From an optimization exercise on the open Yosys and OpenROAD flow, aimed at small area and a short achievable clock period; shortcuts taken in it are not production practice.
Where RTL was checked, it was by simulation tests only, not by an equivalence proof against the original.
Only the layout flow was run in run 1; the RTL was not checked for function there.
No activity file was given, so power comes from the tool's default toggle rates.

[design/flow/config.mk]
export PLATFORM = sky130hd
export DESIGN_NAME = maxpool_new
export DESIGN_NICKNAME = maxpool_new
export VERILOG_FILES = /design/flow/design.v
export SDC_FILE = /design/flow/constraint.sdc
export NUM_CORES = 4
export LEC_CHECK = 0
export CAP_MARGIN = 50
export CORE_MARGIN = 2
export CORE_UTILIZATION = 40
export CTS_BUF_LIST = sky130_fd_sc_hd__clkbuf_8
export SLEW_MARGIN = 70
export SYNTH_HIERARCHICAL = 1
[design/flow/constraint.sdc]
create_clock -name core_clock -period 25.0 [get_ports {clk}]
set_input_delay 5.0000 -clock core_clock [delete_from_list [all_inputs] [get_ports {clk}]]
set_output_delay 5.0000 -clock core_clock [all_outputs]
set_load 0.01 [all_outputs]
[design/flow/design.v]
module maxpool_new(
	input [4:0] stride,
	input  maxpool_enable,
	output reg [18:0] address1 , write_address,
	output reg maxpool_done, patch_end,
	input clk ,
	input reset,
	input [9:0]  w1 ,h1,
	input [4:0] w2,h2,
	output reg [9:0] width, height
    );
reg [9:0] w1r;
reg [4:0] w2m1, h2m1, sr;
reg       s_h2;          
reg [4:0]  hi, vi;       
reg [9:0]  Hn;           
reg        fw;           
reg [18:0] W;            
reg [18:0] N;            
reg [9:0]  Vrem;         
reg [9:0]  q;            
reg [4:0]  r;            
reg        wvalid;       
reg        done_i;       
wire [18:0] a_step, w_sum, wa_n;
wire [4:0]  hi_n, vi_n, r_n;
wire [9:0]  Hn_n, Vrem_n, q_n, width_n;
wire        done_n, pe_n, fw_n;
wire        c_run, c_a_step, c_a_w, c_a_N, c_vi, c_pend;
wire        c_qr, c_row, c_width, c_ncap;
maxpool_step st (
	.w1r(w1r), .w2m1(w2m1), .h2m1(h2m1), .sr(sr), .s_h2(s_h2),
	.address1(address1), .write_address(write_address), .maxpool_done(done_i),
	.hi(hi), .vi(vi), .Hn(Hn), .fw(fw), .W(W), .Vrem(Vrem),
	.q(q), .r(r), .wvalid(wvalid),
	.a_step(a_step), .w_sum(w_sum), .wa_n(wa_n),
	.hi_n(hi_n), .vi_n(vi_n), .r_n(r_n),
	.Hn_n(Hn_n), .Vrem_n(Vrem_n), .q_n(q_n), .width_n(width_n),
	.done_n(done_n), .pe_n(pe_n), .fw_n(fw_n),
	.c_run(c_run), .c_a_step(c_a_step), .c_a_w(c_a_w), .c_a_N(c_a_N),
	.c_vi(c_vi), .c_pend(c_pend),
	.c_qr(c_qr), .c_row(c_row), .c_width(c_width), .c_ncap(c_ncap)
);
wire [18:0] a_d, wa_d, W_d, N_d;
wire [4:0]  hi_d, vi_d, r_d;
wire [9:0]  Hn_d, Vrem_d, q_d, width_d, height_d;
wire        done_d, done_i_d, pe_d, fw_d, wv_d;
maxpool_gate gt (
	.reset(reset), .en(maxpool_enable), .stride(stride), .h1(h1),
	.address1(address1), .write_address(write_address), .maxpool_done(maxpool_done),
	.done_i(done_i), .patch_end(patch_end), .hi(hi), .vi(vi), .Hn(Hn), .fw(fw), .W(W), .N(N),
	.Vrem(Vrem), .q(q), .r(r), .wvalid(wvalid), .width(width), .height(height),
	.a_step(a_step), .w_sum(w_sum), .wa_n(wa_n),
	.hi_n(hi_n), .vi_n(vi_n), .r_n(r_n),
	.Hn_n(Hn_n), .Vrem_n(Vrem_n), .q_n(q_n), .width_n(width_n),
	.done_n(done_n), .pe_n(pe_n), .fw_n(fw_n),
	.c_run(c_run), .c_a_step(c_a_step), .c_a_w(c_a_w), .c_a_N(c_a_N),
	.c_vi(c_vi), .c_pend(c_pend),
	.c_qr(c_qr), .c_row(c_row), .c_width(c_width), .c_ncap(c_ncap),
	.a_d(a_d), .wa_d(wa_d), .W_d(W_d), .N_d(N_d),
	.hi_d(hi_d), .vi_d(vi_d), .r_d(r_d),
	.Hn_d(Hn_d), .Vrem_d(Vrem_d), .q_d(q_d), .width_d(width_d), .height_d(height_d),
	.done_d(done_d), .done_i_d(done_i_d), .pe_d(pe_d), .fw_d(fw_d), .wv_d(wv_d)
);
always @(posedge clk) begin
	w1r  <= w1;
	w2m1 <= w2 - 5'd1;
	h2m1 <= h2 - 5'd1;
	sr   <= stride;
	s_h2 <= (stride == h2);
	address1      <= a_d;
	write_address <= wa_d;
	maxpool_done  <= done_d;
	done_i        <= done_i_d;
	patch_end     <= pe_d;
	hi     <= hi_d;
	vi     <= vi_d;
	Hn     <= Hn_d;
	fw     <= fw_d;
	W      <= W_d;
	N      <= N_d;
	Vrem   <= Vrem_d;
	q      <= q_d;
	r      <= r_d;
	wvalid <= wv_d;
	width  <= width_d;
	height <= height_d;
end
endmodule
module maxpool_step(
	input [9:0]  w1r,
	input [4:0]  w2m1, h2m1, sr,
	input        s_h2,
	input [18:0] address1, write_address,
	input        maxpool_done,
	input [4:0]  hi, vi,
	input [9:0]  Hn,
	input        fw,
	input [18:0] W,
	input [9:0]  Vrem,
	input [9:0]  q,
	input [4:0]  r,
	input        wvalid,
	output [18:0] a_step, w_sum, wa_n,
	output [4:0]  hi_n, vi_n, r_n,
	output [9:0]  Hn_n, Vrem_n, q_n, width_n,
	output        done_n, pe_n, fw_n,
	output        c_run, c_a_step, c_a_w, c_a_N, c_vi, c_pend,
	output        c_qr, c_row, c_width, c_ncap
);
function [19:0] radd;
	input [18:0] x, y;
	input        ci;
	integer i;
	reg c;
	begin
		c = ci;
		for (i = 0; i < 19; i = i + 1) begin
			radd[i] = x[i] ^ y[i] ^ c;
			c = (x[i] & y[i]) | (c & (x[i] ^ y[i]));
		end
		radd[19] = c;
	end
endfunction
function [18:0] fadd;
	input [18:0] x;
	input [9:0]  y;
	reg [5:0] lo, m0, m1;
	reg [18:0] hi0, hi1;
	reg c10;
	begin
		lo  = radd({14'd0, x[4:0]}, {14'd0, y[4:0]}, 1'b0);
		m0  = radd({14'd0, x[9:5]}, {14'd0, y[9:5]}, 1'b0);
		m1  = radd({14'd0, x[9:5]}, {14'd0, y[9:5]}, 1'b1);
		hi0 = {10'd0, x[18:10]};
		hi1 = radd({10'd0, x[18:10]}, 19'd0, 1'b1);
		c10 = lo[5] ? m1[5] : m0[5];
		fadd = {c10 ? hi1[8:0] : hi0[8:0], lo[5] ? m1[4:0] : m0[4:0], lo[4:0]};
	end
endfunction
wire [9:0]  D1      = w1r - {5'd0, w2m1};          
wire        wrap    = (hi == w2m1);
wire        vlast   = (vi == h2m1);
wire        pend    = wrap & vlast;
wire [19:0] hd      = radd({9'd0, Hn}, {9'd0, ~D1}, 1'b1);
wire        lastwin = hd[10];                      
wire        rowend  = pend & lastwin;
wire [19:0] vi1w    = radd({14'd0, vi}, 19'd0, 1'b1);
wire [4:0]  vi1     = vi1w[4:0];
wire        ncap    = wrap & (vi1 == sr) & fw;
assign a_step = fadd(address1, wrap ? D1 : 10'd1);
wire [19:0] ws = radd(W, {14'd0, sr}, 1'b0);
assign w_sum  = ws[18:0];
assign c_run    = ~maxpool_done;
assign c_a_step = c_run & (~pend | rowend & ncap);
assign c_a_w    = c_run & pend & ~rowend;
assign c_a_N    = c_run & rowend & ~ncap;
assign c_vi     = c_run & wrap;
assign c_pend   = c_run & pend;
assign c_qr     = c_pend & (~wvalid | lastwin);
assign c_row    = c_run & rowend;
assign c_width  = c_row & ~wvalid;
assign c_ncap   = c_run & ncap;
wire [4:0]  dm1   = wvalid ? h2m1 : w2m1;
wire [19:0] rt    = radd({14'd0, r}, {14'd0, sr}, 1'b0);              
wire [19:0] rs    = radd({13'd0, rt[5:0]}, {13'd1, ~dm1}, 1'b0);      
wire        ge    = rs[6];
wire [19:0] qi    = radd({9'd0, q}, 19'd0, ge);
wire        first = rowend & ~wvalid;
wire [19:0] wa1   = radd(write_address, 19'd0, 1'b1);
wire [19:0] hi1   = radd({14'd0, hi}, 19'd0, 1'b1);
wire [19:0] hs    = radd({9'd0, Hn}, {14'd0, sr}, 1'b0);
wire [19:0] vs    = radd({9'd0, Vrem}, {9'd0, 5'h1f, ~sr}, 1'b1);
assign wa_n    = wa1[18:0];
assign hi_n    = wrap ? 5'd0 : hi1[4:0];
assign vi_n    = vlast ? 5'd0 : vi1;
assign Hn_n    = lastwin ? {5'd0, sr} : hs[9:0];
assign fw_n    = lastwin;
assign Vrem_n  = vs[9:0];
assign width_n = qi[9:0];
assign q_n     = first ? {9'd0, s_h2} : qi[9:0];
assign r_n     = first ? (s_h2 ? 5'd0 : sr) : ge ? rs[4:0] : rt[4:0];
assign done_n  = rowend ? (Vrem == {5'd0, sr})
                        : (wrap & ~vlast & fw & ({5'd0, vi1} == Vrem));
assign pe_n    = c_pend;
endmodule
module maxpool_gate(
	input        reset, en,
	input [4:0]  stride,
	input [9:0]  h1,
	input [18:0] address1, write_address,
	input        maxpool_done, done_i, patch_end,
	input [4:0]  hi, vi,
	input [9:0]  Hn,
	input        fw,
	input [18:0] W, N,
	input [9:0]  Vrem, q,
	input [4:0]  r,
	input        wvalid,
	input [9:0]  width, height,
	input [18:0] a_step, w_sum, wa_n,
	input [4:0]  hi_n, vi_n, r_n,
	input [9:0]  Hn_n, Vrem_n, q_n, width_n,
	input        done_n, pe_n, fw_n,
	input        c_run, c_a_step, c_a_w, c_a_N, c_vi, c_pend,
	input        c_qr, c_row, c_width, c_ncap,
	output [18:0] a_d, wa_d, W_d, N_d,
	output [4:0]  hi_d, vi_d, r_d,
	output [9:0]  Hn_d, Vrem_d, q_d, width_d, height_d,
	output        done_d, done_i_d, pe_d, fw_d, wv_d
);
wire ne = ~reset & en;
wire nr = ~reset;
wire l_run    = ne & c_run,    k_run   = nr & ~(en & c_run);
wire l_a_step = ne & c_a_step;
wire l_a_w    = ne & c_a_w;
wire l_a_N    = ne & c_a_N;
wire l_pe     = ne,            k_pe    = nr & ~en;
wire l_vi     = ne & c_vi,     k_vi    = nr & ~(en & c_vi);
wire l_pend   = ne & c_pend,   k_pend  = nr & ~(en & c_pend);
wire l_qr     = ne & c_qr,     k_qr    = nr & ~(en & c_qr);
wire l_row    = ne & c_row,    k_row   = nr & ~(en & c_row);
wire l_width  = ne & c_width,  k_width = nr & ~(en & c_width);
wire l_ncap   = en & c_ncap,   k_ncap  = ~(en & c_ncap);
mp_sel3 #(19) s_a (.l0(l_a_step), .l1(l_a_w), .l2(l_a_N), .k(k_run),
	.n0(a_step), .n1(w_sum), .n2(N), .q(address1), .d(a_d));
wire l_W = reset | l_pend;
mp_sel #(19) s_W (.l(l_W), .k(k_pend), .n(a_d), .q(W), .d(W_d));
mp_sel #(19) s_N  (.l(l_ncap), .k(k_ncap), .n(a_step), .q(N), .d(N_d));
mp_sel #(19) s_wa (.l(l_pend), .k(k_pend), .n(wa_n), .q(write_address), .d(wa_d));
mp_sel #(1)  s_dn (.l(l_run), .k(k_run), .n(done_n), .q(maxpool_done), .d(done_d));
mp_sel #(1)  s_di (.l(l_run), .k(k_run), .n(done_n), .q(done_i), .d(done_i_d));
mp_sel #(5)  s_hi (.l(l_run), .k(k_run), .n(hi_n), .q(hi), .d(hi_d));
mp_sel #(1)  s_pe (.l(l_pe), .k(k_pe), .n(pe_n), .q(patch_end), .d(pe_d));
mp_sel #(5)  s_vi (.l(l_vi), .k(k_vi), .n(vi_n), .q(vi), .d(vi_d));
mp_sel #(10) s_q  (.l(l_qr), .k(k_qr), .n(q_n), .q(q), .d(q_d));
mp_sel #(5)  s_r  (.l(l_qr), .k(k_qr), .n(r_n), .q(r), .d(r_d));
wire l_ht = l_run & done_n;
wire k_ht = nr & ~l_ht;
mp_sel #(10) s_ht (.l(l_ht), .k(k_ht), .n(q_d), .q(height), .d(height_d));
mp_sel #(10) s_wd (.l(l_width), .k(k_width), .n(width_n), .q(width), .d(width_d));
mp_sel #(1)  s_wv (.l(l_row), .k(k_row), .n(1'b1), .q(wvalid), .d(wv_d));
mp_sel2 #(10) s_Hn (.l0(l_pend), .l1(reset), .k(k_pend),
	.n0(Hn_n), .n1({5'd0, stride}), .q(Hn), .d(Hn_d));
mp_sel2 #(10) s_V  (.l0(l_row), .l1(reset), .k(k_row),
	.n0(Vrem_n), .n1(h1), .q(Vrem), .d(Vrem_d));
assign fw_d = reset | l_pend & fw_n | k_pend & fw;
endmodule
module mp_sel #(parameter W = 1) (
	input          l, k,
	input  [W-1:0] n, q,
	output [W-1:0] d
);
assign d = {W{l}} & n | {W{k}} & q;
endmodule
module mp_sel2 #(parameter W = 1) (
	input          l0, l1, k,
	input  [W-1:0] n0, n1, q,
	output [W-1:0] d
);
assign d = {W{l0}} & n0 | {W{l1}} & n1 | {W{k}} & q;
endmodule
module mp_sel3 #(parameter W = 1) (
	input          l0, l1, l2, k,
	input  [W-1:0] n0, n1, n2, q,
	output [W-1:0] d
);
assign d = {W{l0}} & n0 | {W{l1}} & n1 | {W{l2}} & n2 | {W{k}} & q;
endmodule
[design/flow/flow/run.sh]
#!/bin/bash
# Standard layout, with the port buffers made from buf_1 cells and timing
# repair asked to leave more setup slack than the clock period needs.
export BUFFER_PORTS_ARGS="-buffer_cell sky130_fd_sc_hd__buf_1"
export SETUP_SLACK_MARGIN=18
bash standard.sh > standard.log 2>&1
[design/flow/standard.sh]
#!/bin/bash
# synth_recipe.tcl (not shown) runs the flow's synth.tcl, then flattens the netlist and writes it again
# the make line also repeats each setting of config.mk as NAME=value (left out here)
make -C /OpenROAD-flow-scripts/flow DESIGN_CONFIG=/design/flow/config.mk WORK_HOME=/design/flow/orfs CLKGATE_MAP_FILE= SYNTH_SCRIPT=/design/flow/synth_recipe.tcl "${@:-finish}"
==> out/qor.yml, run 1 <==
status: "finished clean"
antenna_found_initial: 0
cts_buffers: 17
fmax_mhz: 159
vias: 6328
ys_types: 55
grt_use_total: 0.171
gp_congestion: 0.815
hold_path_class: "flop to flop"
postCtsHoldBufs: 0
initial_utilization: 0.409
cp.arrival_ns: 6.67
synth-seq-cells: 172
grt_first_pass_wirelength_um: 32600
htreeDepth: 4
vias_per_cell: 5.25
final_layout_size_suffix_gt1_frac: 0.107
fillCellCount: 2146
ys.flop_type: "dfxtp_1"
fin_setup_tns_ns: 0
ys_warn_count: 8
path_clk_slew_ns: 0.09
cts_tree: "yes"
post-synth-top-area-cell: "dfxtp_1"
hold-worst-slack_ns: 0.477
synth-edff-count: 0
synthDominantCellAreaShare: 0.385
yosysMostFrequentCell: "dfxtp_1"
start_kind: "input pin"
num_io_pins: 98
syn2layout_area_growth_pct: 9.38
rsz0062_at_grt: "no"
grt_start_max_net_pins: 31
fin_nets: 1068
die_h_um: 154
hold_viol_final: 0
drtAntennaViolNets: 0
skew_ns: 0.0177
dpl_cell_area_um2: 9400
synthTopCellsByArea: "dfxtp_1 38%, ha_1 12%, a22o_1 10%"
powerDensity_nw_per_um2: 55.3
rows: 54
leakage_nw: 4.47
synthesis.instances: 827
synth.avg_cell_area_um2: 10.8
critical_path_class: "input pin to flop"
dr.pass1.iters: 7
routedWlPerCell_um: 16.4
pre_cts_ws_ns: 18.10
drtIter0Drc: 378
ys_seq_area_frac: 0.385
worst_ep_required_time_ns: 25.36
dieArea_um2: 23600
clk_latency_ns: 0.47
multi_input_area_um2: 4850
cp-end-kind: "flop"
cts_resized: 0
synth_area_um2: 8950
route.detailed.drc: 0
drt-total-wl_um: 19800
cts_root_buf: "clkbuf_8"
postSynth.asyncResetShare: 0
synthTopCellsByCount: "172 x dfxtp_1, 106 x a22o_1, 91 x inv_1"
antenna_cells: 0
clockBufferDepth: 2
port_buffers: 97
final_area_um2: 9790
setup_violations: 0
cts_setup_buffers: 0
critical_path.max_fanout: 30
max-cap-violations: 0
hpwl_um: 14300
peakVddDrop_v: 0.0000309
drv_slew: 0
finalCriticalPeriod_ns: 6.30
core_um2: 21900
die_w_um: 154
period_share: 0.252
grt_overflow_total: 0
ff_latch_area_um2: 3450
final.setup.worst_slack_ns: 18.70
clkSinkCount: 172
grt_pass1_vias: 6191
cells in the final DEF (no fill, tap or decap), drive strengths merged, types with 2 or more instances in the layout:
master	synthesis	routed
a21o	2	2
a21oi	17	17
a222oi	20	20
a22o	106	106
a22oi	38	38
and2	21	21
and3	2	2
buf	41	105
clkbuf	2	19
clkinv	0	4
clkinvlp	0	4
conb	2	6
dfxtp	172	172
fa	29	29
ha	88	88
inv	91	96
mux2	10	10
mux2i	9	9
nand2	35	35
nand2b	7	7
nand3	9	9
nor2	19	19
nor2b	10	10
nor3	9	9
nor3b	3	3
nor4	2	2
o211ai	3	3
o21a	2	2
o21ai	15	15
or2	3	3
or3	4	4
or4	3	3
xnor2	24	24
xor2	21	21
cell families after synthesis:
group,after synthesis,synth area share
AOI/OAI and AO/OA,209,0.193
adders and majority gates,117,0.188
buffers and inverters,134,0.0843
and+or+nand+nor,128,0.0798
other,2,0.000839
xor gates and xnor gates,46,0.0465
muxes,19,0.0226
DFF,172,0.385
layout make-up:
class	count	area share
clock inverters	13	0.0107
well taps	280	0.0358
flip-flops and latches	172	0.352
inverters	91	0.0350
clock buffers	19	0.0267
repair buffers	106	0.0441
multi-input cells	525	0.495
registers in the layout, summed over array words and instances (netlist names), 5 cells and up:
register,count
q,10
hi,5
vi,5
width,10
r,5
address1,19
N,19
w1r,10
w2m1,5
Vrem,10
Hn,10
height,10
h2m1,5
W,19
write_address,19
sr,5
Yosys stat by module, one instance, submodules excluded, a selection:
module | flops+latches | cell area, um^2 | times used | cells inside
maxpool_gate | 0 | 196 | 1 | 29
maxpool_new | 172 | 3640 | 1 | 197
maxpool_step | 0 | 3160 | 1 | 366
path summary, 6_finish.rpt:
kind | from | end | slack (ns) | cells after the start
max | reset | W[14] | 18.70 | 6
min | r[4] | r[4] | 0.48 | 1
max reg2reg | w2m1[0] | W[15] | 19.54 | 21
min reg2reg | r[4] | r[4] | 0.48 | 1
critical path, stage by stage:
cell and delay (ns):
buf_1 0.09, buf_6 0.29, a21o_4 0.30, clkinv_2 0.37, buf_4 0.37, a22o_1 0.23
metrics by stage:
stage / cells / utilization / total power [W]
after floorplan: 831 / - / 0.000344
after global placement: 1170 / 0.425 / 0.000361
after detailed placement: 1174 / 0.429 / 0.000363
after CTS: 1206 / 0.446 / 0.000548
after global routing: 1206 / 0.447 / 0.000569
final: 1206 / 0.447 / 0.000541
metal layers:
layer | vias to the layer above | GRT usage | share of wire
li1 | 3117 | - | -
met1 | 3035 | 0.241 | 0.49
met2 | 157 | 0.269 | 0.45
met3 | 19 | 0.0299 | 0.046
met4 | 0 | 0.0507 | 0.015
met5 | - | 0 | 0
where the power goes:
part / leakage [nW] / total (W) / internal [W] / switching, W
Combinational: 2.88 / 0.0000669 / 0.0000279 / 0.0000390
Sequential: 1.40 / 0.000290 / 0.000281 / 0.00000861
Clock: 0.180 / 0.000184 / 0.0000759 / 0.000108
==> run 2, diff against run 1 <==
--- a/design/flow/design.v
+++ b/design/flow/design.v
@@ -23,10 +23,11 @@
 reg        wvalid;       
 reg        done_i;       
 wire [18:0] a_step, w_sum, wa_n;
-wire [4:0]  hi_n, vi_n, r_n;
-wire [9:0]  Hn_n, Vrem_n, q_n, width_n;
+wire [4:0]  hi_n, vi_n, rs_n, rt_n;
+wire [9:0]  hs_n, Vrem_n, q_n;
 wire        done_n, pe_n, fw_n;
 wire        c_run, c_a_step, c_a_w, c_a_N, c_vi, c_pend;
+wire        c_hi, c_vi1, c_hs, c_qi, c_q0, c_rs, c_rt, c_rsr;
 wire        c_qr, c_row, c_width, c_ncap;
 maxpool_step st (
 	.w1r(w1r), .w2m1(w2m1), .h2m1(h2m1), .sr(sr), .s_h2(s_h2),
@@ -34,29 +35,33 @@
 	.hi(hi), .vi(vi), .Hn(Hn), .fw(fw), .W(W), .Vrem(Vrem),
 	.q(q), .r(r), .wvalid(wvalid),
 	.a_step(a_step), .w_sum(w_sum), .wa_n(wa_n),
-	.hi_n(hi_n), .vi_n(vi_n), .r_n(r_n),
-	.Hn_n(Hn_n), .Vrem_n(Vrem_n), .q_n(q_n), .width_n(width_n),
+	.hi_n(hi_n), .vi_n(vi_n), .rs_n(rs_n), .rt_n(rt_n),
+	.hs_n(hs_n), .Vrem_n(Vrem_n), .q_n(q_n),
 	.done_n(done_n), .pe_n(pe_n), .fw_n(fw_n),
 	.c_run(c_run), .c_a_step(c_a_step), .c_a_w(c_a_w), .c_a_N(c_a_N),
 	.c_vi(c_vi), .c_pend(c_pend),
-	.c_qr(c_qr), .c_row(c_row), .c_width(c_width), .c_ncap(c_ncap)
+	.c_qr(c_qr), .c_row(c_row), .c_width(c_width), .c_ncap(c_ncap),
+	.c_hi(c_hi), .c_vi1(c_vi1), .c_hs(c_hs), .c_qi(c_qi), .c_q0(c_q0),
+	.c_rs(c_rs), .c_rt(c_rt), .c_rsr(c_rsr)
 );
 wire [18:0] a_d, wa_d, W_d, N_d;
 wire [4:0]  hi_d, vi_d, r_d;
 wire [9:0]  Hn_d, Vrem_d, q_d, width_d, height_d;
 wire        done_d, done_i_d, pe_d, fw_d, wv_d;
 maxpool_gate gt (
-	.reset(reset), .en(maxpool_enable), .stride(stride), .h1(h1),
+	.reset(reset), .en(maxpool_enable), .stride(stride), .sr(sr), .h1(h1),
 	.address1(address1), .write_address(write_address), .maxpool_done(maxpool_done),
 	.done_i(done_i), .patch_end(patch_end), .hi(hi), .vi(vi), .Hn(Hn), .fw(fw), .W(W), .N(N),
 	.Vrem(Vrem), .q(q), .r(r), .wvalid(wvalid), .width(width), .height(height),
 	.a_step(a_step), .w_sum(w_sum), .wa_n(wa_n),
-	.hi_n(hi_n), .vi_n(vi_n), .r_n(r_n),
-	.Hn_n(Hn_n), .Vrem_n(Vrem_n), .q_n(q_n), .width_n(width_n),
+	.hi_n(hi_n), .vi_n(vi_n), .rs_n(rs_n), .rt_n(rt_n),
+	.hs_n(hs_n), .Vrem_n(Vrem_n), .q_n(q_n),
 	.done_n(done_n), .pe_n(pe_n), .fw_n(fw_n),
 	.c_run(c_run), .c_a_step(c_a_step), .c_a_w(c_a_w), .c_a_N(c_a_N),
 	.c_vi(c_vi), .c_pend(c_pend),
 	.c_qr(c_qr), .c_row(c_row), .c_width(c_width), .c_ncap(c_ncap),
+	.c_hi(c_hi), .c_vi1(c_vi1), .c_hs(c_hs), .c_qi(c_qi), .c_q0(c_q0),
+	.c_rs(c_rs), .c_rt(c_rt), .c_rsr(c_rsr),
 	.a_d(a_d), .wa_d(wa_d), .W_d(W_d), .N_d(N_d),
 	.hi_d(hi_d), .vi_d(vi_d), .r_d(r_d),
 	.Hn_d(Hn_d), .Vrem_d(Vrem_d), .q_d(q_d), .width_d(width_d), .height_d(height_d),
@@ -102,11 +107,12 @@
 	input [4:0]  r,
 	input        wvalid,
 	output [18:0] a_step, w_sum, wa_n,
-	output [4:0]  hi_n, vi_n, r_n,
-	output [9:0]  Hn_n, Vrem_n, q_n, width_n,
+	output [4:0]  hi_n, vi_n, rs_n, rt_n,
+	output [9:0]  hs_n, Vrem_n, q_n,
 	output        done_n, pe_n, fw_n,
 	output        c_run, c_a_step, c_a_w, c_a_N, c_vi, c_pend,
-	output        c_qr, c_row, c_width, c_ncap
+	output        c_qr, c_row, c_width, c_ncap,
+	output        c_hi, c_vi1, c_hs, c_qi, c_q0, c_rs, c_rt, c_rsr
 );
 function [19:0] radd;
 	input [18:0] x, y;
@@ -171,22 +177,30 @@
 wire [19:0] hi1   = radd({14'd0, hi}, 19'd0, 1'b1);
 wire [19:0] hs    = radd({9'd0, Hn}, {14'd0, sr}, 1'b0);
 wire [19:0] vs    = radd({9'd0, Vrem}, {9'd0, 5'h1f, ~sr}, 1'b1);
+assign c_hi    = c_run & ~wrap;
+assign c_vi1   = c_vi & ~vlast;
+assign c_hs    = c_pend & ~lastwin;
+assign c_qi    = c_qr & ~first;
+assign c_q0    = c_qr & first & s_h2;
+assign c_rs    = c_qi & ge;
+assign c_rt    = c_qi & ~ge;
+assign c_rsr   = c_qr & first & ~s_h2;
 assign wa_n    = wa1[18:0];
-assign hi_n    = wrap ? 5'd0 : hi1[4:0];
-assign vi_n    = vlast ? 5'd0 : vi1;
-assign Hn_n    = lastwin ? {5'd0, sr} : hs[9:0];
+assign hi_n    = hi1[4:0];
+assign vi_n    = vi1;
+assign hs_n    = hs[9:0];
 assign fw_n    = lastwin;
 assign Vrem_n  = vs[9:0];
-assign width_n = qi[9:0];
-assign q_n     = first ? {9'd0, s_h2} : qi[9:0];
-assign r_n     = first ? (s_h2 ? 5'd0 : sr) : ge ? rs[4:0] : rt[4:0];
+assign q_n     = qi[9:0];
+assign rs_n    = rs[4:0];
+assign rt_n    = rt[4:0];
 assign done_n  = rowend ? (Vrem == {5'd0, sr})
                         : (wrap & ~vlast & fw & ({5'd0, vi1} == Vrem));
 assign pe_n    = c_pend;
 endmodule
 module maxpool_gate(
 	input        reset, en,
-	input [4:0]  stride,
+	input [4:0]  stride, sr,
 	input [9:0]  h1,
 	input [18:0] address1, write_address,
 	input        maxpool_done, done_i, patch_end,
@@ -199,11 +213,12 @@
 	input        wvalid,
 	input [9:0]  width, height,
 	input [18:0] a_step, w_sum, wa_n,
-	input [4:0]  hi_n, vi_n, r_n,
-	input [9:0]  Hn_n, Vrem_n, q_n, width_n,
+	input [4:0]  hi_n, vi_n, rs_n, rt_n,
+	input [9:0]  hs_n, Vrem_n, q_n,
 	input        done_n, pe_n, fw_n,
 	input        c_run, c_a_step, c_a_w, c_a_N, c_vi, c_pend,
 	input        c_qr, c_row, c_width, c_ncap,
+	input        c_hi, c_vi1, c_hs, c_qi, c_q0, c_rs, c_rt, c_rsr,
 	output [18:0] a_d, wa_d, W_d, N_d,
 	output [4:0]  hi_d, vi_d, r_d,
 	output [9:0]  Hn_d, Vrem_d, q_d, width_d, height_d,
@@ -230,18 +245,21 @@
 mp_sel #(19) s_wa (.l(l_pend), .k(k_pend), .n(wa_n), .q(write_address), .d(wa_d));
 mp_sel #(1)  s_dn (.l(l_run), .k(k_run), .n(done_n), .q(maxpool_done), .d(done_d));
 mp_sel #(1)  s_di (.l(l_run), .k(k_run), .n(done_n), .q(done_i), .d(done_i_d));
-mp_sel #(5)  s_hi (.l(l_run), .k(k_run), .n(hi_n), .q(hi), .d(hi_d));
+mp_sel #(5)  s_hi (.l(ne & c_hi), .k(k_run), .n(hi_n), .q(hi), .d(hi_d));
 mp_sel #(1)  s_pe (.l(l_pe), .k(k_pe), .n(pe_n), .q(patch_end), .d(pe_d));
-mp_sel #(5)  s_vi (.l(l_vi), .k(k_vi), .n(vi_n), .q(vi), .d(vi_d));
-mp_sel #(10) s_q  (.l(l_qr), .k(k_qr), .n(q_n), .q(q), .d(q_d));
-mp_sel #(5)  s_r  (.l(l_qr), .k(k_qr), .n(r_n), .q(r), .d(r_d));
+mp_sel #(5)  s_vi (.l(ne & c_vi1), .k(k_vi), .n(vi_n), .q(vi), .d(vi_d));
+wire l_qi = ne & c_qi;
+mp_sel #(9)  s_q  (.l(l_qi), .k(k_qr), .n(q_n[9:1]), .q(q[9:1]), .d(q_d[9:1]));
+mp_sel2 #(1) s_q0 (.l0(l_qi), .l1(ne & c_q0), .k(k_qr), .n0(q_n[0]), .n1(1'b1), .q(q[0]), .d(q_d[0]));
+mp_sel3 #(5) s_r  (.l0(ne & c_rs), .l1(ne & c_rt), .l2(ne & c_rsr), .k(k_qr),
+	.n0(rs_n), .n1(rt_n), .n2(sr), .q(r), .d(r_d));
 wire l_ht = l_run & done_n;
 wire k_ht = nr & ~l_ht;
 mp_sel #(10) s_ht (.l(l_ht), .k(k_ht), .n(q_d), .q(height), .d(height_d));
-mp_sel #(10) s_wd (.l(l_width), .k(k_width), .n(width_n), .q(width), .d(width_d));
+mp_sel #(10) s_wd (.l(l_width), .k(k_width), .n(q_n), .q(width), .d(width_d));
 mp_sel #(1)  s_wv (.l(l_row), .k(k_row), .n(1'b1), .q(wvalid), .d(wv_d));
-mp_sel2 #(10) s_Hn (.l0(l_pend), .l1(reset), .k(k_pend),
-	.n0(Hn_n), .n1({5'd0, stride}), .q(Hn), .d(Hn_d));
+mp_sel2 #(10) s_Hn (.l0(ne & c_hs), .l1(reset | l_row), .k(k_pend),
+	.n0(hs_n), .n1({5'd0, stride}), .q(Hn), .d(Hn_d));
 mp_sel2 #(10) s_V  (.l0(l_row), .l1(reset), .k(k_row),
 	.n0(Vrem_n), .n1(h1), .q(Vrem), .d(Vrem_d));
 assign fw_d = reset | l_pend & fw_n | k_pend & fw;
==> design/flow/flow/run.sh (replaced) <==
#!/bin/bash
# Standard layout, with the port buffers made from buf_1 cells and timing
# repair (gate upsizing and pin swaps only) asked to leave more setup slack
# than the clock period needs.
export BUFFER_PORTS_ARGS="-buffer_cell sky130_fd_sc_hd__buf_1"
export SETUP_SLACK_MARGIN=19.0
export SETUP_MOVE_SEQUENCE="sizeup,swap"
export SKIP_GATE_CLONING=1
bash standard.sh > standard.log 2>&1
==> out/qor.yml, run 2 <==
final_area_um2: 10200  # +4.0%
crit_chain: "buf_6, buf_12, nor2b_4, and2_4, a22oi_1, nand2_1, a22o_1"
cts_root_buf: "clkbuf_8"
p_sw_w: 0.000160  # +2.6%
port_buffers: 97  # unchanged
fin_util: 0.469  # +0.0221
initial_utilization: 0.404  # -0.00472
synth-edff-count: 0  # unchanged
skew_ns: 0.0165  # -0.00127 ns
rsz0062_at_grt: "yes"
leakage_nw: 4.81  # +7.7%
synthTopCellsByCount: "172 x dfxtp_1, 100 x a22o_1, 99 x inv_1"
die_h_um: 152  # -1.0%
crit_buf_inv: 2  # -2
netSwitchingFraction: 0.290  # +0.00225
grt_overflow_total: 0  # unchanged
grt_first_pass_wirelength_um: 31400  # -3.6%
grt_pass1_vias: 6015  # -2.8%
dr.pass1.iters: 6  # -1
dpl_cell_area_um2: 9290  # -1.2%
postSynth.asyncResetShare: 0  # unchanged
die_w_um: 152  # -1.0%
combPwrFrac: 0.113  # -0.011
ys.flop_type: "dfxtp_1"
endpoint: "W[3]"
grt_use_total: 0.167  # -0.00444
fillCellCount: 1996  # -7.0%
period_share: 0.241  # -0.0115
synth-seq-cells: 172  # unchanged
ys_types: 55  # unchanged
critical_path_class: "input pin to flop"
clkSinkCount: 172  # unchanged
final.setup.worst_slack_ns: 18.98  # +0.286 ns
antenna_found_initial: 0  # unchanged
drv_slew: 0  # unchanged
critical_path.max_fanout: 20  # -33%
hold_path_class: "flop to flop"
drt-total-wl_um: 18800  # -4.9%
clkPwrFrac: 0.364  # +0.024
cpLargestDelayFamily: "simple AND/OR/NAND/NOR gates"
vias: 6042  # -4.5%
postCtsHoldBufs: 0  # unchanged
num_io_pins: 98  # unchanged
antenna_cells: 0  # unchanged
ys_warn_count: 8  # unchanged
synthDominantCellAreaShare: 0.393  # +0.00813
status: "finished clean"
fin_setup_tns_ns: 0  # unchanged
post-synth-top-area-cell: "dfxtp_1"
r2r_cells: 21  # unchanged
final_layout_size_suffix_gt1_frac: 0.259  # +0.152
cts_tree: "yes"
clockBufferDepth: 2  # unchanged
path_depth: 7  # +1
power_w: 0.000551  # +1.8%
dieArea_um2: 23100  # -2.0%
max-cap-violations: 0  # unchanged
path_clk_slew_ns: 0.11  # +0.02 ns
core_um2: 21700  # -0.93%
synthesis.instances: 801  # -3.1%
hpwl_um: 13700  # -4.3%
final_cell_mix: "111 x dfxtp_1, 100 x a22o_1, 97 x inv_1, 88 x ha_1, 45 x dfxtp_2"
fin_nets: 1045  # -2.2%
ff2ff_setup_slack_ns: 19.62  # +0.08 ns
worst_ep_required_time_ns: 25.42  # +0.06 ns
finalCriticalPeriod_ns: 6.02  # -0.286 ns
vias_per_cell: 5.11  # -2.7%
routedWlPerCell_um: 15.9  # -3.1%
clk_latency_ns: 0.47  # about the same
r2r-end: "W[14]"
cp-end-kind: "flop"
cp.arrival_ns: 6.44  # -0.23 ns
slowest_delay_ns: 0.45  # +0.08 ns
drtIter0Drc: 301  # -20%
yosysMostFrequentCell: "dfxtp_1"
htreeDepth: 4  # unchanged
rows: 54  # unchanged
pre_cts_ws_ns: 18.14  # +0.0399 ns
synth.avg_cell_area_um2: 10.9  # +1.1%
setup_violations: 0  # unchanged
start_kind: "input pin"
cts_buffers: 17  # unchanged
fmax_mhz: 166  # +4.8%
route.detailed.drc: 0  # unchanged
powerDensity_nw_per_um2: 54.1  # -2.0%
synth_area_um2: 8770  # -2.1%
r2r_start: "w2m1[0]"
final_common_cell: "dfxtp_1"
syn2layout_area_growth_pct: 16.1
slowest_stage: "and2_4"
drtAntennaViolNets: 0  # unchanged
synthTopCellsByArea: "dfxtp_1 39%, ha_1 13%, a22o_1 10%"
p_int_w: 0.000391  # +1.5%
peakVddDrop_v: 0.0000309  # about the same
p_seq_frac: 0.522  # -0.014
critPathLaunch: "reset"
grt_start_max_net_pins: 32  # +3.2%
gp_congestion: 0.821  # +0.65%
hold_viol_final: 0  # unchanged
ys_seq_area_frac: 0.393  # +0.00813
==> run 2: cell types whose count changed after synthesis, sizes merged, moves of 5 or more <==
cell / change
a21oi: -5
a22o: -6
a22oi: +10
buf: -5
inv: +8
mux2i: -7
nor2b: -6
o21ai: -6
xor2: +5
==> run 2: modules after synthesis, one instance, submodules excluded, a selection <==
module        times used  flip-flops and latches  cells inside  area, um^2
maxpool_gate           1                       0            36         250
maxpool_new            1                     172           197        3630
maxpool_step           1                       0           322        2880
==> run 2: what timing repair did <==
item	in CTS	in global routing
setup buffers	0	0
endpoints found under the setup margin	105	77
pin swaps	1	12
gates resized for setup	123	63
==> run 2: worst min path at each step <==
stage	from	end	slack (ns)	cells past startpoint
3_5_place_dp	width[6]	width[6]	0.45	1
5_1_grt	patch_end	patch_end	0.48	1
3_3_place_gp	N[4]	N[4]	0.46	1
6_report	patch_end	patch_end	0.47	1
4_1_cts	width[6]	width[6]	0.48	1
2_1_floorplan	N[0]	N[0]	0.44	1
==> run 2: area by class of cell <==
class                   instances  area, um^2  share of cell area
clock buffers                  17         234              0.0230
clock inverters                15         181              0.0178
inverters                      99         374              0.0368
multi-input cells             496        4750               0.467
flip-flops and latches        172        3560               0.350
well taps                     280         350              0.0344
repair buffers                104         726              0.0713
==> run 2: routing by layer <==
layer / routed length (um) / vias to the layer above / GRT usage
met5: 0 / - / 0
li1: - / 3035 / -
met3: 712 / 14 / 0.0331
met1: 9220 / 2871 / 0.232
met4: 201 / 0 / 0.0396
met2: 8650 / 122 / 0.267
==> run 2: logic make-up (layout without fill, tap and decap cells) <==
family          after synthesis  after routing  synth area share
xor+xnor                     47             47            0.0478
buf+inv                     138            235            0.0865
simple gates                109            109            0.0678
mux                           9              9            0.0113
other cells                   2              7          0.000857
compound gates              207            207             0.201
flops                       172            172             0.393
fa+ha+maj                   117            117             0.192
==> run 2: power by group through the flow <==
stage	clock (W)	combinational, W	sequential, W
after CTS	0.000207	0.0000624	0.000289
final	0.000201	0.0000625	0.000288
after global placement	0	0.0000586	0.000296
after floorplan	0	0.0000464	0.000293
after global routing	0.000217	0.0000715	0.000289
after detailed placement	0	0.0000610	0.000296
==> run 2: per-stage QoR <==
step / hold WS [ns] / instances
2_1_floorplan: 0.440 / 806
3_3_place_gp: 0.456 / 1147
3_5_place_dp: 0.453 / 1151
4_1_cts: 0.483 / 1183
5_1_grt: 0.480 / 1183
6_report: 0.466 / 1183
==> run 3, diff against run 2 <==
==> design/flow/flow/run.sh (replaced) <==
#!/bin/bash
# Standard layout, with the port buffers made from buf_1 cells and timing
# repair asked to leave more setup slack than the clock period needs.
export BUFFER_PORTS_ARGS="-buffer_cell sky130_fd_sc_hd__buf_1"
export SETUP_SLACK_MARGIN=18
bash standard.sh > standard.log 2>&1
==> out/qor.yml, run 3 <==
status: "finished clean"
r2r-end: "W[13]"
critical_path.max_fanout: 20  # unchanged
ys_types: 55  # unchanged
drtIter0Drc: 340  # +13%
clk_latency_ns: 0.46  # about the same
fillCellCount: 2101  # +5.3%
final_cell_mix: "168 x dfxtp_1, 100 x a22o_1, 98 x inv_1, 97 x buf_1, 88 x ha_1"
max-cap-violations: 0  # unchanged
skew_ns: 0.0200  # +0.00357 ns
r2r_cells: 21  # unchanged
fin_setup_tns_ns: 0  # unchanged
clkSinkCount: 172  # unchanged
cts_resized: 0  # -100%
dieArea_um2: 23100  # unchanged
cts_buffers: 17  # unchanged
clockBufferDepth: 2  # unchanged
hold_viol_final: 0  # unchanged
drv_slew: 0  # unchanged
dr.pass1.iters: 5  # -1
route.detailed.drc: 0  # unchanged
grt_pass1_vias: 6035  # +0.33%
synth_area_um2: 8770  # unchanged
grt_use_total: 0.164  # -0.00221
finalCriticalPeriod_ns: 6.16  # +0.139 ns
ys_seq_area_frac: 0.393  # unchanged
rsz0062_at_grt: "no"
synth.avg_cell_area_um2: 10.9  # unchanged
synthSimpleGateAreaFrac: 0.0678  # unchanged
min_to: "width[0]"
synth_top_family_by_area: "compound AO/OA/AOI/OAI gates"
cp.arrival_ns: 6.50  # +0.06 ns
hold_path_class: "flop to flop"
synth-seq-cells: 172  # unchanged
ff_latch_area_um2: 3450  # -3.1%
ys_warn_count: 8  # unchanged
rows: 54  # unchanged
vias: 5987  # -0.91%
cts_root_buf: "clkbuf_8"
synthTopCellsByCount: "172 x dfxtp_1, 100 x a22o_1, 99 x inv_1"
peakVddDrop_v: 0.0000257  # -17%
syn2layout_area_growth_pct: 9.89
synthesis.instances: 801  # unchanged
synthMuxAreaShare: 0.0113  # unchanged
antenna_found_initial: 0  # unchanged
htreeDepth: 4  # unchanged
leakage_nw: 4.48  # -7.0%
setup_violations: 0  # unchanged
start_kind: "input pin"
synthTopCellsByArea: "dfxtp_1 39%, ha_1 13%, a22o_1 10%"
grt_start_max_net_pins: 42  # +31%
grt_overflow_total: 0  # unchanged
gp_congestion: 0.834  # +1.7%
final_common_cell: "dfxtp_1"
synth-edff-count: 0  # unchanged
critical_path_class: "input pin to flop"
cts_setup_buffers: 0  # unchanged
cp-end-kind: "flop"
die_h_um: 152  # unchanged
postSynth.asyncResetShare: 0  # unchanged
routedWlPerCell_um: 15.7  # -1.1%
worst_ep_required_time_ns: 25.35  # -0.07 ns
powerDensity_nw_per_um2: 55.8  # +3.0%
path_clk_slew_ns: 0.09  # -0.02 ns
synthDominantCellAreaShare: 0.393  # unchanged
fin_nets: 1045  # unchanged
drtAntennaViolNets: 0  # unchanged
core_um2: 21700  # unchanged
die_w_um: 152  # unchanged
r2r_start: "w2m1[0]"
ff2ff_setup_slack_ns: 19.65  # +0.03 ns
synth_fa_ha_area_frac: 0.192  # unchanged
hold_depth: 1  # unchanged
hpwl_um: 13700  # +0.12%
port_buffers: 97  # unchanged
period_share: 0.246  # +0.00555
hp-start: "width[0]"
vias_per_cell: 5.06  # -0.91%
synth_xor_xnor_area_share: 0.0478  # unchanged
cts_tree: "yes"
multi_input_area_um2: 4680  # -1.6%
drt-total-wl_um: 18600  # -1.1%
num_io_pins: 98  # unchanged
initial_utilization: 0.404  # unchanged
ys.flop_type: "dfxtp_1"
hold-worst-slack_ns: 0.475  # +0.00921 ns
final_layout_size_suffix_gt1_frac: 0.111  # -0.148
grt_first_pass_wirelength_um: 31200  # -0.83%
fmax_mhz: 162  # -2.3%
yosysMostFrequentCell: "dfxtp_1"
synth_compound_area_frac: 0.201  # unchanged
postCtsHoldBufs: 0  # unchanged
post-synth-top-area-cell: "dfxtp_1"
antenna_cells: 0  # unchanged
## run 3: changes by cell type in the layout (fill, tap and decap cells not counted), moves of 16 or more
cell	change
a22oi_2	-17
a22oi_1	+17
dfxtp_1	+57
buf_2	-18
dfxtp_4	-16
buf_6	-36
dfxtp_2	-41
buf_1	+60
## run 3: how the worst max path moves through the flow
stage / from / to / depth (start not counted)
2_1_floorplan: reset / W[10] / 9
3_3_place_gp: maxpool_enable / Hn[8] / 6
3_5_place_dp: reset / Hn[8] / 7
4_1_cts: reset / Hn[8] / 7
5_1_grt: reset / height[0] / 7
6_report: reset / height[0] / 7
## run 3: modules after synthesis (local to each module, per instance), a selection
module,cells,flops+latches,copies in the design
maxpool_new,197,172,1
maxpool_step,322,0,1
maxpool_gate,36,0,1
## run 3: layout make-up
class	instances	share of cell area
Multi-Input combinational cell	496	0.486
Clock buffer	17	0.0243
Timing Repair Buffer	104	0.0429
Sequential cell	172	0.358
Inverter	99	0.0386
Tap cell	280	0.0364
Clock inverter	15	0.0143
## run 3: worst max-delay path, stage by stage
cell and delay, ns:
buf_1 0.06, buf_4 0.29, nor2b_4 0.14, and2_2 0.30, a222oi_1 0.36, inv_1 0.11, a22o_1 0.24
## run 3: kinds of logic after synthesis
| kind of cell | count (synthesis) |
|---|---|
| and+or+nand+nor | 109 |
| DFF | 172 |
| xor gates and xnor gates | 47 |
| adders and majority gates | 117 |
| buffers and inverters | 138 |
| AOI/OAI and AO/OA | 207 |
| other | 2 |
| muxes | 9 |
## run 3: routing by layer
metal	GRT usage	up-vias	share of wire
li1	-	3043	-
met1	0.229	2821	0.50
met5	0	-	0
met3	0.0308	15	0.033
met4	0.0441	0	0.012
met2	0.262	108	0.46
## run 3: report_power, final
group	internal (W)	switching [W]	leakage, nW	total [W]
logic	0.0000253	0.0000355	2.88	0.0000608
registers	0.000281	0.00000775	1.40	0.000289
clock network	0.0000805	0.000107	0.194	0.000187
## run 3: metrics by stage
stage                     area [um^2]  std cells  setup slack, ns  total power (W)  utilization
after floorplan                  8780        806            18.73         0.000339            -
after global placement           9150       1148            18.03         0.000354        0.422
after detailed placement         9230       1151            18.16         0.000356        0.425
after CTS                        9600       1183            18.66         0.000544        0.442
after global routing             9630       1183            18.70         0.000566        0.444
final                            9630       1183            18.84         0.000537        0.444
==> run 4, diff against run 3 <==
--- a/design/flow/design.v
+++ b/design/flow/design.v
@@ -7,7 +7,8 @@
 	input reset,
 	input [9:0]  w1 ,h1,
 	input [4:0] w2,h2,
-	output reg [9:0] width, height
+	output reg [9:0] width,
+	output [9:0] height
     );
 reg [9:0] w1r;
 reg [4:0] w2m1, h2m1, sr;
@@ -22,6 +23,7 @@
 reg [4:0]  r;            
 reg        wvalid;       
 reg        done_i;       
+assign height = maxpool_done ? q : 10'd0;
 wire [18:0] a_step, w_sum, wa_n;
 wire [4:0]  hi_n, vi_n, rs_n, rt_n;
 wire [9:0]  hs_n, Vrem_n, q_n;
@@ -46,13 +48,13 @@
 );
 wire [18:0] a_d, wa_d, W_d, N_d;
 wire [4:0]  hi_d, vi_d, r_d;
-wire [9:0]  Hn_d, Vrem_d, q_d, width_d, height_d;
+wire [9:0]  Hn_d, Vrem_d, q_d, width_d;
 wire        done_d, done_i_d, pe_d, fw_d, wv_d;
 maxpool_gate gt (
 	.reset(reset), .en(maxpool_enable), .stride(stride), .sr(sr), .h1(h1),
 	.address1(address1), .write_address(write_address), .maxpool_done(maxpool_done),
 	.done_i(done_i), .patch_end(patch_end), .hi(hi), .vi(vi), .Hn(Hn), .fw(fw), .W(W), .N(N),
-	.Vrem(Vrem), .q(q), .r(r), .wvalid(wvalid), .width(width), .height(height),
+	.Vrem(Vrem), .q(q), .r(r), .wvalid(wvalid), .width(width),
 	.a_step(a_step), .w_sum(w_sum), .wa_n(wa_n),
 	.hi_n(hi_n), .vi_n(vi_n), .rs_n(rs_n), .rt_n(rt_n),
 	.hs_n(hs_n), .Vrem_n(Vrem_n), .q_n(q_n),
@@ -64,7 +66,7 @@
 	.c_rs(c_rs), .c_rt(c_rt), .c_rsr(c_rsr),
 	.a_d(a_d), .wa_d(wa_d), .W_d(W_d), .N_d(N_d),
 	.hi_d(hi_d), .vi_d(vi_d), .r_d(r_d),
-	.Hn_d(Hn_d), .Vrem_d(Vrem_d), .q_d(q_d), .width_d(width_d), .height_d(height_d),
+	.Hn_d(Hn_d), .Vrem_d(Vrem_d), .q_d(q_d), .width_d(width_d),
 	.done_d(done_d), .done_i_d(done_i_d), .pe_d(pe_d), .fw_d(fw_d), .wv_d(wv_d)
 );
 always @(posedge clk) begin
@@ -89,7 +91,6 @@
 	r      <= r_d;
 	wvalid <= wv_d;
 	width  <= width_d;
-	height <= height_d;
 end
 endmodule
 module maxpool_step(
@@ -211,7 +212,7 @@
 	input [9:0]  Vrem, q,
 	input [4:0]  r,
 	input        wvalid,
-	input [9:0]  width, height,
+	input [9:0]  width,
 	input [18:0] a_step, w_sum, wa_n,
 	input [4:0]  hi_n, vi_n, rs_n, rt_n,
 	input [9:0]  hs_n, Vrem_n, q_n,
@@ -221,7 +222,7 @@
 	input        c_hi, c_vi1, c_hs, c_qi, c_q0, c_rs, c_rt, c_rsr,
 	output [18:0] a_d, wa_d, W_d, N_d,
 	output [4:0]  hi_d, vi_d, r_d,
-	output [9:0]  Hn_d, Vrem_d, q_d, width_d, height_d,
+	output [9:0]  Hn_d, Vrem_d, q_d, width_d,
 	output        done_d, done_i_d, pe_d, fw_d, wv_d
 );
 wire ne = ~reset & en;
@@ -253,9 +254,6 @@
 mp_sel2 #(1) s_q0 (.l0(l_qi), .l1(ne & c_q0), .k(k_qr), .n0(q_n[0]), .n1(1'b1), .q(q[0]), .d(q_d[0]));
 mp_sel3 #(5) s_r  (.l0(ne & c_rs), .l1(ne & c_rt), .l2(ne & c_rsr), .k(k_qr),
 	.n0(rs_n), .n1(rt_n), .n2(sr), .q(r), .d(r_d));
-wire l_ht = l_run & done_n;
-wire k_ht = nr & ~l_ht;
-mp_sel #(10) s_ht (.l(l_ht), .k(k_ht), .n(q_d), .q(height), .d(height_d));
 mp_sel #(10) s_wd (.l(l_width), .k(k_width), .n(q_n), .q(width), .d(width_d));
 mp_sel #(1)  s_wv (.l(l_row), .k(k_row), .n(1'b1), .q(wvalid), .d(wv_d));
 mp_sel2 #(10) s_Hn (.l0(ne & c_hs), .l1(reset | l_row), .k(k_pend),
==> out/qor.yml, run 4 <==
status: "finished clean"
synth-edff-count: 0  # unchanged
fillCellCount: 2102  # +0.048%
leakage_nw: 4.36  # -2.6%
cp.arrival_ns: 1.25  # -5.25 ns
cts_root_buf: "clkbuf_8"
synthTopCellsByArea: "dfxtp_1 38%, ha_1 13%, a22o_1 9.3%"
dpl.cell_count: 1133  # -1.6%
antenna_cells: 0  # unchanged
grt_first_pass_wirelength_um: 29900  # -4.0%
power_w: 0.000516  # -4.0%
syn2layout_area_growth_pct: 10.0
drv_slew: 0  # unchanged
endpoint: "height[0]"
vias: 5926  # -1.0%
cts_tree: "yes"
synth_area_um2: 8500  # -3.1%
ys_seq_area_frac: 0.382  # -0.0111
yosysMostFrequentCell: "dfxtp_1"
cts_setup_buffers: 0  # unchanged
grt_start_max_net_pins: 27  # -36%
drtAntennaViolNets: 0  # unchanged
dieArea_um2: 22400  # -3.0%
finalCriticalPeriod_ns: 6.25  # +0.0883 ns
vias_per_cell: 5.09  # +0.51%
critical_path_class: "flop to primary output"
die_h_um: 150  # -1.5%
drtIter0Drc: 353  # +3.8%
start_kind: "flop"
cp-end-kind: "primary output"
ff_latch_area_um2: 3250  # -5.8%
synthDominantCellAreaShare: 0.382  # -0.0111
dr.pass1.iters: 6  # +1
clk_latency_ns: 0.45  # about the same
synthesis.instances: 787  # -1.7%
ys_types: 53  # -3.6%
r2r_cells: 22  # +4.8%
final_cell_mix: "157 x dfxtp_1, 97 x inv_1, 96 x buf_1, 90 x a22o_1, 88 x ha_1"
postCtsHoldBufs: 0  # unchanged
final_layout_size_suffix_gt1_frac: 0.101  # -0.00962
grt_pass1_vias: 5742  # -4.9%
period_share: 0.250  # +0.00353
hpwl_um: 13500  # -1.9%
routedWlPerCell_um: 15.7  # -0.31%
clockBufferDepth: 2  # unchanged
synth-seq-cells: 162  # -5.8%
peakVddDrop_v: 0.0000291  # +13%
critical_path.max_fanout: 12  # -40%
num_io_pins: 98  # unchanged
ys_warn_count: 8  # unchanged
fin_setup_tns_ns: 0  # unchanged
cts_resized: 0  # unchanged
setup_violations: 0  # unchanged
fin_nets: 1032  # -1.2%
grt_use_total: 0.170  # +0.00524
route.detailed.drc: 0  # unchanged
clkSinkCount: 162  # -5.8%
core_um2: 21000  # -3.4%
skew_ns: 0.0180  # -0.00200 ns
powerDensity_nw_per_um2: 55.2  # -1.1%
port_buffers: 97  # unchanged
drt-total-wl_um: 18200  # -1.8%
antenna_found_initial: 0  # unchanged
r2r-end: "W[12]"
synthTopCellsByCount: "162 x dfxtp_1, 98 x inv_1, 90 x a22o_1"
post-synth-top-area-cell: "dfxtp_1"
cts_buffers: 17  # unchanged
rows: 53  # -1.9%
fin_cells: 1165  # -1.5%
ys.flop_type: "dfxtp_1"
fmax_mhz: 160  # -1.4%
initial_utilization: 0.405  # +0.00124
gp_congestion: 0.777  # -6.9%
hold_viol_final: 0  # unchanged
rsz0062_at_grt: "no"
critPathLaunch: "maxpool_done"
grt_overflow_total: 0  # unchanged
max-cap-violations: 0  # unchanged
worst_ep_required_time_ns: 20.00  # -5.35 ns
multi_input_area_um2: 4610  # -1.4%
synth.avg_cell_area_um2: 10.8  # -1.4%
ff2ff_setup_slack_ns: 19.65  # about the same
die_w_um: 150  # -1.5%
hold_path_class: "flop to flop"
postSynth.asyncResetShare: 0  # unchanged
r2r_start: "w2m1[0]"
path_clk_slew_ns: 0.09  # about the same
htreeDepth: 4  # unchanged
final_common_cell: "dfxtp_1"
run 4: through the flow:
step | cell area [um^2] | hold WS (ns) | setup slack (ns) | utilization
floorplan | 8510 | 0.440 | 18.76 | -
global placement | 8880 | 0.457 | 17.73 | 0.424
detailed placement | 8960 | 0.455 | 18.39 | 0.427
CTS | 9320 | 0.481 | 18.56 | 0.445
global route | 9350 | 0.499 | 18.63 | 0.446
finish | 9350 | 0.478 | 18.75 | 0.446
run 4: critical path, stage by stage (launching register included):
cell	delay, ns
dfxtp_2	0.45
and2_1	0.16
buf_1	0.19
run 4: final cells by class:
type                    instances  share of cell area
multi-input cells             495               0.493
flip-flops and latches        162               0.348
repair buffers                103              0.0434
inverters                      98              0.0396
well taps                     275              0.0368
clock buffers                  17              0.0250
clock inverters                15              0.0142
run 4: worst min path at each step:
| stage | start | endpoint | slack, ns | cells past startpoint |
|---|---|---|---|---|
| after global placement | width[9] | width[9] | 0.46 | 1 |
| after global routing | width[8] | width[8] | 0.50 | 1 |
| after floorplan | N[0] | N[0] | 0.44 | 1 |
| after detailed placement | width[0] | width[0] | 0.45 | 1 |
| after CTS | width[0] | width[0] | 0.48 | 1 |
| final | width[0] | width[0] | 0.48 | 1 |
run 4: layer usage:
layer | up-vias | GRT usage | share of wire
met5 | - | 0 | 0
met2 | 120 | 0.261 | 0.46
met1 | 2805 | 0.239 | 0.48
met3 | 25 | 0.0311 | 0.041
met4 | 0 | 0.0594 | 0.020
li1 | 2976 | - | -
run 4: cells by family after synthesis:
family | after synthesis | synth area share
AOI/OAI and AO/OA | 197 | 0.197
DFF | 162 | 0.382
and+or+nand+nor | 119 | 0.0747
other | 2 | 0.000884
muxes | 8 | 0.0105
adders and majority gates | 117 | 0.198
xor gates and xnor gates | 47 | 0.0493
buffers and inverters | 135 | 0.0876
run 4: where the power goes:
part | leakage (nW) | switching (W) | internal (W)
Clock | 0.190 | 0.000102 | 0.0000797
Sequential | 1.32 | 0.00000768 | 0.000265
Combinational | 2.85 | 0.0000351 | 0.0000252
Total | 4.36 | 0.000145 | 0.000370
run 4: per-module statistics from Yosys, one instance, submodules excluded, a selection:
module	flip-flops and latches	cells
maxpool_step	0	322
maxpool_new	162	197
maxpool_gate	0	34
==> run 5, diff against run 4 <==
--- a/design/flow/config.mk
+++ b/design/flow/config.mk
@@ -7,7 +7,7 @@
 export LEC_CHECK = 0
 export CAP_MARGIN = 50
 export CORE_MARGIN = 2
-export CORE_UTILIZATION = 40
+export CORE_UTILIZATION = 60
 export CTS_BUF_LIST = sky130_fd_sc_hd__clkbuf_8
 export SLEW_MARGIN = 70
 export SYNTH_HIERARCHICAL = 1
==> out/qor.yml, run 5 <==
postSynth.asyncResetShare: 0  # unchanged
synth-seq-cells: 162  # unchanged
routedWlPerCell_um: 16.9  # +8.0%
clk_latency_ns: 0.45  # about the same
synth-edff-count: 0  # unchanged
hold_viol_final: 0  # unchanged
min_to: "N[18]"
drt-total-wl_um: 18100  # -0.95%
hp-start: "N[18]"
dr.pass1.iters: 7  # +1
post-synth-top-area-cell: "dfxtp_1"
leakage_nw: 4.38  # +0.35%
dpl_cell_area_um2: 8820  # -1.5%
rows: 43  # -19%
postCtsHoldBufs: 0  # unchanged
synthesis.instances: 787  # unchanged
status: "finished clean"
path_depth: 2  # unchanged
hold_path_class: "flop to flop"
period_share: 0.254  # +0.00373
cpLargestDelayFamily: "flip-flops"
r2r_cells: 22  # unchanged
initial_utilization: 0.612  # +0.207
hold-worst-slack_ns: 0.480  # +0.00195 ns
cp-end-kind: "primary output"
drtIter0Drc: 455  # +29%
cts_resized: 0  # unchanged
powerDensity_nw_per_um2: 57.4  # +4.1%
grt_pass1_vias: 5947  # +3.6%
critical_path.max_fanout: 12  # unchanged
fmax_mhz: 158  # -1.5%
rsz0062_at_grt: "no"
slowest_delay_ns: 0.54  # +0.09 ns
cts_tree: "yes"
grt_first_pass_wirelength_um: 29200  # -2.7%
cts_setup_buffers: 0  # unchanged
ff2ff_setup_slack_ns: 19.49  # -0.16 ns
core_um2: 13900  # -34%
route.detailed.drc: 0  # unchanged
cp.arrival_ns: 1.34  # +0.09 ns
vias: 6116  # +3.2%
hold_depth: 1  # unchanged
antenna_found_initial: 0  # unchanged
fin_nets: 1030  # -0.19%
htreeDepth: 4  # unchanged
pre_cts_ws_ns: 18.11  # -0.282 ns
syn2layout_area_growth_pct: 8.90
start_kind: "flop"
final_layout_size_suffix_gt1_frac: 0.0957  # -0.00540
fin_setup_tns_ns: 0  # unchanged
clkSinkCount: 162  # unchanged
die_w_um: 123  # -18%
cts_root_buf: "clkbuf_8"
final.setup.worst_slack_ns: 18.66  # -0.0932 ns
antenna_cells: 0  # unchanged
drtAntennaViolNets: 0  # unchanged
ys_types: 53  # unchanged
num_io_pins: 98  # unchanged
hpwl_um: 13100  # -2.4%
crit_buf_inv: 1  # unchanged
final_common_cell: "dfxtp_1"
synthTopCellsByCount: "162 x dfxtp_1, 98 x inv_1, 90 x a22o_1"
grt_start_max_net_pins: 37  # +37%
cts_buffers: 17  # unchanged
drv_slew: 0  # unchanged
max-cap-violations: 0  # unchanged
dieArea_um2: 15100  # -33%
crit_chain: "and2_1, buf_1"
r2r-end: "W[14]"
final_cell_mix: "159 x dfxtp_1, 96 x inv_1, 95 x buf_1, 90 x a22o_1, 88 x ha_1"
setup_violations: 0  # unchanged
ys.flop_type: "dfxtp_1"
die_h_um: 123  # -18%
skew_ns: 0.00730  # -0.0107 ns
fillCellCount: 1147  # -45%
synth.avg_cell_area_um2: 10.8  # unchanged
grt_overflow_total: 0  # unchanged
synthDominantCellAreaShare: 0.382  # unchanged
critPathLaunch: "maxpool_done"
finalCriticalPeriod_ns: 6.34  # +0.0932 ns
vias_per_cell: 5.73  # +13%
ff_latch_area_um2: 3250  # about the same
yosysMostFrequentCell: "dfxtp_1"
slowest_stage: "dfxtp_1"
ys_seq_area_frac: 0.382  # unchanged
peakVddDrop_v: 0.0000306  # +5.4%
worst_ep_required_time_ns: 20.00  # about the same
r2r_start: "w2m1[0]"
multi_input_area_um2: 4600  # -0.30%
final_area_um2: 9250  # -1.0%
gp_congestion: 0.846  # +9.0%
synth_area_um2: 8500  # unchanged
synthTopCellsByArea: "dfxtp_1 38%, ha_1 13%, a22o_1 9.3%"
ys_warn_count: 8  # unchanged
clockBufferDepth: 2  # unchanged
path_clk_slew_ns: 0.08  # about the same
critical_path_class: "flop to primary output"
grt_use_total: 0.247  # +0.0776
port_buffers: 97  # unchanged
-- run 5: cell counts after synthesis --
No cell type changed its count.
-- run 5: routing by layer --
layer	wire length, um	global-route usage
met1	8230	0.318
met2	8650	0.411
met3	885	0.0586
met4	303	0.0803
met5	0	0
-- run 5: cells by family (layout without fill, tap and decap cells) --
group	count (synthesis)	after routing	synth area share
flops	162	162	0.382
mux	8	8	0.0105
fa+ha+maj	117	117	0.198
other cells	2	7	0.000884
xor+xnor	47	47	0.0493
buf+inv	135	231	0.0876
simple gates	119	119	0.0747
compound gates	197	197	0.197
-- run 5: cell type report --
cell class                      count  area share
Inverter                           98      0.0398
Sequential cell                   162       0.351
Clock buffer                       21      0.0312
Timing Repair Buffer              101      0.0433
Multi-Input combinational cell    495       0.497
Tap cell                          180      0.0243
Clock inverter                     11      0.0135
-- run 5: per-stage QoR --
step | utilization | std cells | total power [W]
3_5_place_dp | 0.635 | 1036 | 0.000340
6_report | 0.666 | 1068 | 0.000531
4_1_cts | 0.665 | 1068 | 0.000536
2_1_floorplan | - | 792 | 0.000323
5_1_grt | 0.666 | 1068 | 0.000557
3_3_place_gp | 0.630 | 1034 | 0.000335
-- run 5: Yosys stat by module, one instance, submodules excluded, excerpt --
| module | flops+latches | times used | cell area [um^2] | cells inside |
|---|---|---|---|---|
| maxpool_gate | 0 | 1 | 226 | 34 |
| maxpool_new | 162 | 1 | 3490 | 197 |
| maxpool_step | 0 | 1 | 2870 | 322 |
-- run 5: worst max-delay path by stage --
| stage | endpoint |
|---|---|
| 3_3_place_gp | W[2] |
| 5_1_grt | height[8] |
| 2_1_floorplan | W[10] |
| 4_1_cts | write_address[16] |
| 3_5_place_dp | write_address[16] |
| 6_report | height[9] |
-- run 5: power breakdown --
part,switching [W],internal [W]
Sequential,0.00000812,0.000265
Clock,0.0000975,0.0000998
Combinational,0.0000353,0.0000253
==> run 6, diff against run 5 <==
--- a/design/flow/config.mk
+++ b/design/flow/config.mk
@@ -9,5 +9,6 @@
 export CORE_MARGIN = 2
 export CORE_UTILIZATION = 60
 export CTS_BUF_LIST = sky130_fd_sc_hd__clkbuf_8
+export PLACE_DENSITY = 0.8
 export SLEW_MARGIN = 70
 export SYNTH_HIERARCHICAL = 1
==> out/qor.yml, run 6 <==
synthTopCellsByCount: "162 x dfxtp_1, 98 x inv_1, 90 x a22o_1"
postCtsHoldBufs: 0  # unchanged
dpl.cell_count: 1037  # +0.097%
rsz0062_at_grt: "no"
synth.avg_cell_area_um2: 10.8  # unchanged
max-cap-violations: 0  # unchanged
postSynth.asyncResetShare: 0  # unchanged
skew_ns: 0.0126  # +0.00532 ns
r2r_cells: 22  # unchanged
fin_setup_tns_ns: 0  # unchanged
cts_resized: 0  # unchanged
grt_start_max_net_pins: 39  # +5.4%
die_w_um: 123  # unchanged
clk_latency_ns: 0.45  # about the same
grt_overflow_total: 0  # unchanged
ff2ff_setup_slack_ns: 19.55  # +0.06 ns
endpoint: "height[0]"
synth-seq-cells: 162  # unchanged
vias_per_cell: 5.69  # -0.71%
critPathLaunch: "maxpool_done"
critical_path_class: "flop to primary output"
r2r-end: "W[16]"
synth_area_um2: 8500  # unchanged
initial_utilization: 0.612  # unchanged
cts_buffers: 17  # unchanged
peakVddDrop_v: 0.0000350  # +14%
dieArea_um2: 15100  # unchanged
final_layout_size_suffix_gt1_frac: 0.0945  # -0.00123
ys_seq_area_frac: 0.382  # unchanged
grt_pass1_vias: 5825  # -2.1%
final_cell_mix: "158 x dfxtp_1, 97 x inv_1, 96 x buf_1, 90 x a22o_1, 88 x ha_1"
cp.arrival_ns: 1.32  # -0.02 ns
ys.flop_type: "dfxtp_1"
route.detailed.drc: 0  # unchanged
cts_root_buf: "clkbuf_8"
cts_tree: "yes"
yosysMostFrequentCell: "dfxtp_1"
core_um2: 13900  # unchanged
cp-end-kind: "primary output"
drv_slew: 0  # unchanged
fin_cells: 1069  # +0.094%
gp_congestion: 0.845  # -0.13%
path_clk_slew_ns: 0.08  # about the same
synthDominantCellAreaShare: 0.382  # unchanged
critical_path.max_fanout: 12  # unchanged
setup_violations: 0  # unchanged
power_w: 0.000533  # +0.24%
clkSinkCount: 162  # unchanged
status: "finished clean"
fin_util: 0.668  # +0.00117
period_share: 0.253  # -0.000776
post-synth-top-area-cell: "dfxtp_1"
fin_nets: 1031  # +0.097%
htreeDepth: 4  # unchanged
powerDensity_nw_per_um2: 57.5  # about the same
port_buffers: 97  # unchanged
final.setup.worst_slack_ns: 18.68  # +0.0194 ns
vias: 6078  # -0.62%
synthTopCellsByArea: "dfxtp_1 38%, ha_1 13%, a22o_1 9.3%"
drtAntennaViolNets: 0  # unchanged
die_h_um: 123  # unchanged
dr.pass1.iters: 5  # -2
grt_first_pass_wirelength_um: 28100  # -3.6%
leakage_nw: 4.39  # +0.20%
antenna_found_initial: 0  # unchanged
num_io_pins: 98  # unchanged
synth-edff-count: 0  # unchanged
synthesis.instances: 787  # unchanged
antenna_cells: 0  # unchanged
finalCriticalPeriod_ns: 6.32  # -0.0194 ns
hold_viol_final: 0  # unchanged
-- run 6: how the worst min path moves through the flow --
stage              from  endpoint  slack (ns)  cells after the start
6_report           N[2]      N[2]        0.48                      1
5_1_grt            N[2]      N[2]        0.49                      1
4_1_cts            N[2]      N[2]        0.48                      1
3_5_place_dp   width[3]  width[3]        0.45                      1
3_3_place_gp   width[0]  width[0]        0.45                      1
2_1_floorplan      N[0]      N[0]        0.44                      1
-- run 6: layout make-up --
type	count	area (um^2)
fill	1072	4610
multi-input combinational	495	4590
sequential	162	3250
timing repair buffer	102	407
inverter	98	368
clock buffer	22	303
tap	180	225
clock inverter	10	123
-- run 6: cell families (layout without fill, tap and decap cells) --
family,Yosys count,after routing,share of synthesized area
compound gates,197,197,0.197
xor+xnor,47,47,0.0493
fa+ha+maj,117,117,0.198
buf+inv,135,232,0.0876
flops,162,162,0.382
mux,8,8,0.0105
other cells,2,7,0.000884
simple gates,119,119,0.0747
-- run 6: routing by layer --
metal | global-route usage | vias to the layer above | wire length, um
li1 | - | 2974 | -
met3 | 0.0466 | 17 | 862
met1 | 0.324 | 2927 | 8110
met4 | 0.0902 | 0 | 267
met2 | 0.376 | 160 | 8040
met5 | 0 | - | 0
-- run 6: per-stage QoR --
| stage | hold WS, ns | cell area, um^2 |
|---|---|---|
| 4_1_cts | 0.480 | 9240 |
| 5_1_grt | 0.494 | 9270 |
| 3_5_place_dp | 0.454 | 8810 |
| 3_3_place_gp | 0.454 | 8750 |
| 2_1_floorplan | 0.440 | 8510 |
| 6_report | 0.476 | 9270 |
-- run 6: Yosys stat by module (local to each module, per instance), a selection --
| module | copies in the design | cell area [um^2] | cells inside |
|---|---|---|---|
| maxpool_gate | 1 | 226 | 34 |
| maxpool_step | 1 | 2870 | 322 |
| maxpool_new | 1 | 3490 | 197 |
-- run 6: power breakdown --
part	total, W	internal (W)	leakage, nW	switching, W
Sequential	0.000273	0.000265	1.32	0.00000790
Clock	0.000199	0.000103	0.219	0.0000964
Combinational	0.0000600	0.0000252	2.84	0.0000348
-- run 6: worst max-delay path, stage by stage (launching register included) --
cell	delay [ns]
dfxtp_1	0.52
and2_1	0.19
buf_1	0.16

Re-timed with assumed drivers on the ports (clkbuf_16 on the clock, buf_2 on other inputs), run 6 has 18.643 ns of setup slack against 18.681 ns with ideal ports, and 18.316 ns once port delays also move by the mid clock arrival of 0.485 ns.
